This is an optimization exercise on Yosys and OpenROAD, whose aim is small area and a short achievable clock period, not a production implementation. Function was checked by simulation only, so behaviour that the tests miss may differ from the original. Power is estimated from default activity; no workload was simulated.

Setup of v32:
## mac
module mac #(
    parameter DATA_WIDTH = 16,
              OUT_WIDTH = 32
)(
    input clk,
    input rst,
    input clr,
    input [DATA_WIDTH - 1: 0] a,
    input [DATA_WIDTH - 1: 0] b,
    output reg [OUT_WIDTH-1: 0] out
);
==> flow/config.mk <==
export PLATFORM = sky130hd
export DESIGN_NAME = mac
export DESIGN_NICKNAME = mac
export VERILOG_FILES = /design/flow/design.v
export SDC_FILE = /design/flow/constraint.sdc
export NUM_CORES = 4
export LEC_CHECK = 0
export ABC_AREA = 1
export CAP_MARGIN = 20
export CORE_MARGIN = 2
export CORE_UTILIZATION = 35
export SLEW_MARGIN = 20
==> flow/constraint.sdc <==
create_clock -name core_clock -period 12.0 [get_ports {clk}]
set_input_delay 2.4000 -clock core_clock [delete_from_list [all_inputs] [get_ports {clk}]]
set_output_delay 2.4000 -clock core_clock [all_outputs]
set_load 0.01 [all_outputs]
standard.sh (not shown) runs the stock make flow with config.mk's settings and CLKGATE_MAP_FILE= SYNTH_SCRIPT=/design/flow/synth_recipe.tcl, a recipe that flattens the netlist after the stock synthesis.
==> flow/flow/run.sh <==
#!/bin/bash
# Standard ORFS layout (the standard.sh), with port buffers of a plain buffer
# cell and setup repair aiming further below the clock period. Make's full output
# goes to flow_make.log; ORFS keeps each tool's log under orfs/logs.
set -euo pipefail
bash standard.sh \
  "BUFFER_PORTS_ARGS=-buffer_cell sky130_fd_sc_hd__buf_1" \
  SETUP_SLACK_MARGIN=8.6 "CTS_ARGS=-sink_clustering_enable -repair_clock_nets -dont_use_dummy_load -sink_clustering_size 40 -buf_list {sky130_fd_sc_hd__clkbuf_4 sky130_fd_sc_hd__clkbuf_8}" \
  finish > flow_make.log 2>&1
Inputs modified between v32 and v2:
==> flow/flow/run.sh <==
#!/bin/bash
# Standard ORFS layout (the standard.sh), with port buffers of a plain buffer
# cell and setup repair aiming further below the clock period. Make's full output
# goes to flow_make.log; ORFS keeps each tool's log under orfs/logs.
set -euo pipefail
bash standard.sh \
  "BUFFER_PORTS_ARGS=-buffer_cell sky130_fd_sc_hd__buf_1" \
  SETUP_SLACK_MARGIN=8.65 "CTS_ARGS=-sink_clustering_enable -repair_clock_nets -dont_use_dummy_load -sink_clustering_size 40 -buf_list {sky130_fd_sc_hd__clkbuf_4 sky130_fd_sc_hd__clkbuf_8}" \
  finish > flow_make.log 2>&1
diff --git a/flow/config.mk b/flow/config.mk
--- a/flow/config.mk
+++ b/flow/config.mk
@@ -9,4 +9,4 @@
 export CAP_MARGIN = 20
 export CORE_MARGIN = 2
-export CORE_UTILIZATION = 35
+export CORE_UTILIZATION = 40
 export SLEW_MARGIN = 20
Results
v2 ran to completion and came out clean on the timing, design-rule and antenna checks.
out[11]$_SDFFE_PP0P_ as the critical path launch point was reported by v32, and out[1]$_SDFFE_PP0P_ by v2.
[compare] base=v32 new=v2: die area lost 1800 sq um; overall global routing resource usage picked up an extra 1.3 points; clock insertion delay at the later pin of the skew report neither gained nor lost much; final HPWL from detailed placement lost about 1.2%.
Against v32 as the reference, v2 delivers a lower global-route wire length before repair.
For v30, these inputs were changed with respect to v2:
==> flow/flow/run.sh <==
#!/bin/bash
# Standard ORFS layout (the standard.sh), with port buffers of a plain buffer
# cell and setup repair aiming further below the clock period. Make's full output
# goes to flow_make.log; ORFS keeps each tool's log under orfs/logs.
set -euo pipefail
bash standard.sh \
  "BUFFER_PORTS_ARGS=-buffer_cell sky130_fd_sc_hd__buf_1" \
  SETUP_SLACK_MARGIN=8.6 "CTS_ARGS=-sink_clustering_enable -repair_clock_nets -dont_use_dummy_load -sink_clustering_size 40 -buf_list {sky130_fd_sc_hd__clkbuf_4 sky130_fd_sc_hd__clkbuf_8}" \
  finish > flow_make.log 2>&1
diff --git a/flow/config.mk b/flow/config.mk
--- a/flow/config.mk
+++ b/flow/config.mk
@@ -6,5 +6,4 @@
 export NUM_CORES = 4
 export LEC_CHECK = 0
-export ABC_AREA = 1
 export CAP_MARGIN = 20
 export CORE_MARGIN = 2
[summary]
Diff v2 -> v30: achievable clock frequency shrank by 5.0%, sequential share of cell area shrank by 1.7 points, post-synthesis net count shrank by 60, post-synthesis sequential element count held steady, total via count after detailed routing shrank by 90. Between v30 and v2, the fraction of the yosys area taken by sequential cells is higher for v2. v30 ended up with register to register as its type of the setup path with the least slack; v2 ended up with register to primary output. Compared with v2, v30 shows synthesized cell count that has gone down by more than 10%. v30 ended up with a lower area fraction in and, or, nand and nor cells after synthesis than v2 did.

========
alpha:
mac, a different RTL version from the one above (not shown whole).
Size in the first run: about 590 cells after synthesis, ~67 I/O pins, roughly 5100 um2 of cells after synthesis.
clock: 12.0 ns
lec_check: 0
abc_area: 1
cap_margin: 20
core_margin: 2
core_utilization: 40
place_density: 0.7
slew_margin: 20
==> flow/flow/run.sh <==
#!/bin/bash
# Standard ORFS layout (the standard.sh), with port buffers of a plain buffer
# cell and setup repair aiming further below the clock period. Make's full output
# goes to flow_make.log; ORFS keeps each tool's log under orfs/logs.
set -euo pipefail
bash standard.sh \
  "BUFFER_PORTS_ARGS=-buffer_cell sky130_fd_sc_hd__buf_1" \
  SETUP_SLACK_MARGIN=8.6 "CTS_ARGS=-sink_clustering_enable -repair_clock_nets -dont_use_dummy_load -sink_clustering_size 40 -buf_list {sky130_fd_sc_hd__clkbuf_4 sky130_fd_sc_hd__clkbuf_8}" \
  finish > flow_make.log 2>&1
[inputs] beta vs alpha
Settings: CTS_CLUSTER_SIZE: unset -> 40; PLACE_DENSITY: 0.7 -> unset; CTS_BUF_LIST: unset -> sky130_fd_sc_hd__clkbuf_4 sky130_fd_sc_hd__clkbuf_8.
==> flow/flow/run.sh <==
#!/bin/bash
# Standard ORFS layout (the standard.sh), with port buffers of a plain buffer
# cell and setup repair aiming further below the clock period. Make's full output
# goes to flow_make.log; ORFS keeps each tool's log under orfs/logs.
set -euo pipefail
bash standard.sh \
  "BUFFER_PORTS_ARGS=-buffer_cell sky130_fd_sc_hd__buf_1" \
  SETUP_SLACK_MARGIN=8.6 RECOVER_POWER=100 \
  finish > flow_make.log 2>&1
==> comparison <==
To summarise beta: no stage aborted, but the layout did not pass its checks, failing on max-capacitance violations, max-slew violations.
Relative to alpha, the maximum clock frequency measured on beta has decreased by more than a quarter.
In terms of final area, beta and alpha differ only marginally.
beta ended up with a lower setup slack after layout than alpha did.
The higher final cell count of alpha and beta is in beta.
Relative to alpha, the overall power of beta is higher by 4.7%.
alpha → beta: count of clock-buffer cells in the layout climbed 5; global-route met1 utilization climbed 0.62 points; combined global-route utilization of all metal layers dropped 0.28 points; data required time at the worst endpoint climbed 2690 ps; critical path depth climbed 5.
Inputs modified between beta and gamma:
-- flow/flow/run.sh --
<<< beta, line 6
bash standard.sh \
  "BUFFER_PORTS_ARGS=-buffer_cell sky130_fd_sc_hd__buf_1" \
  SETUP_SLACK_MARGIN=8.6 RECOVER_POWER=100 \
  finish > flow_make.log 2>&1
>>> gamma, line 6
bash standard.sh \
  "BUFFER_PORTS_ARGS=-buffer_cell sky130_fd_sc_hd__buf_1" \
  SETUP_SLACK_MARGIN=8.7 \
  finish > flow_make.log 2>&1
--- outcome ---
The highest-delay cell along the critical path comes out sky130_fd_sc_hd__clkbuf_1 in one run and sky130_fd_sc_hd__dfxtp_2 in the other, namely in beta and gamma respectively.
Routed wire length in gamma is 290 um above beta.
Comparing the two runs side by side, gamma comes out ahead of beta on total power draw.
Having completed the whole flow, gamma delivered a layout that passed the timing, design-rule and antenna checks.
When the final numbers for beta and gamma were put side by side, the part of the total power dissipated in combinational logic turned out to be smaller in beta.
Summary — total non-filler cell area in the finished layout, gamma relative to beta: higher, by 250 um2.
Cmp beta and gamma / clock-buffer cell count / lower: gamma
diff inputs: gamma => delta
Settings: changing CTS_CLUSTER_SIZE from 40 to 80; setting CTS_CLUSTER_DIAMETER to 100 for the first time.
-- flow/flow/run.sh --
<<< gamma, line 6
bash standard.sh \
  "BUFFER_PORTS_ARGS=-buffer_cell sky130_fd_sc_hd__buf_1" \
  SETUP_SLACK_MARGIN=8.7 \
  finish > flow_make.log 2>&1
>>> delta, line 6
bash standard.sh \
  "BUFFER_PORTS_ARGS=-buffer_cell sky130_fd_sc_hd__buf_1" \
  SETUP_SLACK_MARGIN=8.6 \
  finish > flow_make.log 2>&1
Results
Taking gamma as the reference point, the combinational share of power of delta falls by 0.3 points.
Fraction of the cycle the final worst path needs up 0.56 points in delta wrt gamma
Looking at the reports, delta completed the entire flow and the layout it produced met the timing, design-rule and antenna checks.
Summary of delta over gamma: worst setup slack dropped 68 ps; worst stage delay on the critical path climbed 40 ps; proportion of layout cells with a drive suffix above 1 dropped 10 points; cell area dropped 3.5%.

========
== run X ==
Starting RTL as in the previous note.
==> flow/config.mk <==
export PLATFORM = sky130hd
export DESIGN_NAME = mac
export DESIGN_NICKNAME = mac
export VERILOG_FILES = /design/flow/design.v
export SDC_FILE = /design/flow/constraint.sdc
export NUM_CORES = 4
export LEC_CHECK = 0
export ABC_AREA = 1
export CAP_MARGIN = 20
export CORE_MARGIN = 2
export CORE_UTILIZATION = 40
export CTS_BUF_LIST = sky130_fd_sc_hd__clkbuf_8 sky130_fd_sc_hd__clkbuf_16
export CTS_CLUSTER_DIAMETER = 80
export CTS_CLUSTER_SIZE = 60
export SLEW_MARGIN = 20
==> flow/constraint.sdc <==
create_clock -name core_clock -period 12.0 [get_ports {clk}]
set_input_delay 2.4000 -clock core_clock [delete_from_list [all_inputs] [get_ports {clk}]]
set_output_delay 2.4000 -clock core_clock [all_outputs]
set_load 0.01 [all_outputs]
==> flow/flow/run.sh <==
#!/bin/bash
# Standard ORFS layout (the standard.sh), with port buffers of a plain buffer
# cell and setup repair aiming further below the clock period. Make's full output
# goes to flow_make.log; ORFS keeps each tool's log under orfs/logs.
set -euo pipefail
bash standard.sh \
  "BUFFER_PORTS_ARGS=-buffer_cell sky130_fd_sc_hd__buf_1" \
  SETUP_SLACK_MARGIN=8.6 \
  finish > flow_make.log 2>&1
Input-level comparison between run Y and run X:
# run X
export LEC_CHECK = 0
export ABC_AREA = 1
export CAP_MARGIN = 20
export CORE_MARGIN = 2
export CORE_UTILIZATION = 40
export CTS_BUF_LIST = sky130_fd_sc_hd__clkbuf_8 sky130_fd_sc_hd__clkbuf_16
export CTS_CLUSTER_DIAMETER = 80
export CTS_CLUSTER_SIZE = 60
export SLEW_MARGIN = 20
create_clock -name core_clock -period 12.0 [get_ports {clk}]
# run Y
export LEC_CHECK = 0
export ABC_AREA = 1
export CAP_MARGIN = 20
export CORE_MARGIN = 2
export CORE_UTILIZATION = 40
export SLEW_MARGIN = 20
create_clock -name core_clock -period 12.0 [get_ports {clk}]
--- a/flow/flow/run.sh
+++ b/flow/flow/run.sh
@@ -8 +8 @@
-  SETUP_SLACK_MARGIN=8.6 \
+  SETUP_SLACK_MARGIN=8.65 "CTS_ARGS=-sink_clustering_enable -repair_clock_nets -dont_use_dummy_load -sink_clustering_size 40 -buf_list {sky130_fd_sc_hd__clkbuf_4 sky130_fd_sc_hd__clkbuf_8}" \
Results
The flow did not stop early for run Y: all stages ran, and the layout cleared the timing, design-rule and antenna checks. There was hardly any difference in combinational power between run Y and run X. When run Y is set beside run X, its power turns out to be 0.10 mW smaller. Minimum setup slack in the final design in run Y vs run X: up 0.023 ns. The final reports for run Y and run X show routed wire length higher in the former. Diff run X -> run Y: layout-stage area growth over the synthesis result decreased by 1.6 points relative to the old numbers, non-clock buffer count increased by about 4.3% relative to the old numbers.

==> re-timing with driven ports <==
The flow's constraints put no driver on any port. The routed layouts listed below were extracted and timed again, unchanged, in two steps. Step 1 (the two cells are an assumption about what drives the block):
set clk [get_ports {clk}]
set_driving_cell -lib_cell sky130_fd_sc_hd__clkbuf_16 $clk
set_driving_cell -lib_cell sky130_fd_sc_hd__buf_2 [delete_from_list [all_inputs] $clk]
Step 2 times the ports against the registers' clock, not the clock port: input delays grow and output delays shrink by t, the midpoint of the rising clock arrivals with the driver on. a / b / c = ideal ports / drivers / drivers and shift; a / b = the first two.
| run | t (ns) | slack for setup (ns) | latest minus earliest clock arrival (ns) | cell pins on the clock port's net |
|---|---|---|---|---|
| v32 | 0.377 | 8.668 / 8.635 / 8.349 | 0.024 / 0.024 | 1 |
| v2 | 0.386 | 8.699 / 8.667 / 8.330 | 0.026 / 0.026 | 1 |
| v30 | 0.378 | 8.525 / 8.525 / 8.276 | 0.017 / 0.018 | 1 |
| alpha | 0.392 | 8.654 / 8.621 / 8.344 | 0.026 / 0.026 | 1 |
| beta | 0.388 | 6.795 / 6.805 / 6.418 | 0.022 / 0.023 | 1 |
| gamma | 0.402 | 8.728 / 8.695 / 8.433 | 0.023 / 0.023 | 1 |
| delta | 0.387 | 8.660 / 8.628 / 8.335 | 0.022 / 0.022 | 1 |
| run X | 0.368 | 8.671 / 8.636 / 8.348 | 0.013 / 0.013 | 1 |
| run Y | 0.398 | 8.694 / 8.661 / 8.384 | 0.015 / 0.016 | 1 |
The setup slack of beta, which loses most, moves by +0.010 ns with the drivers and by -0.377 ns with both steps.
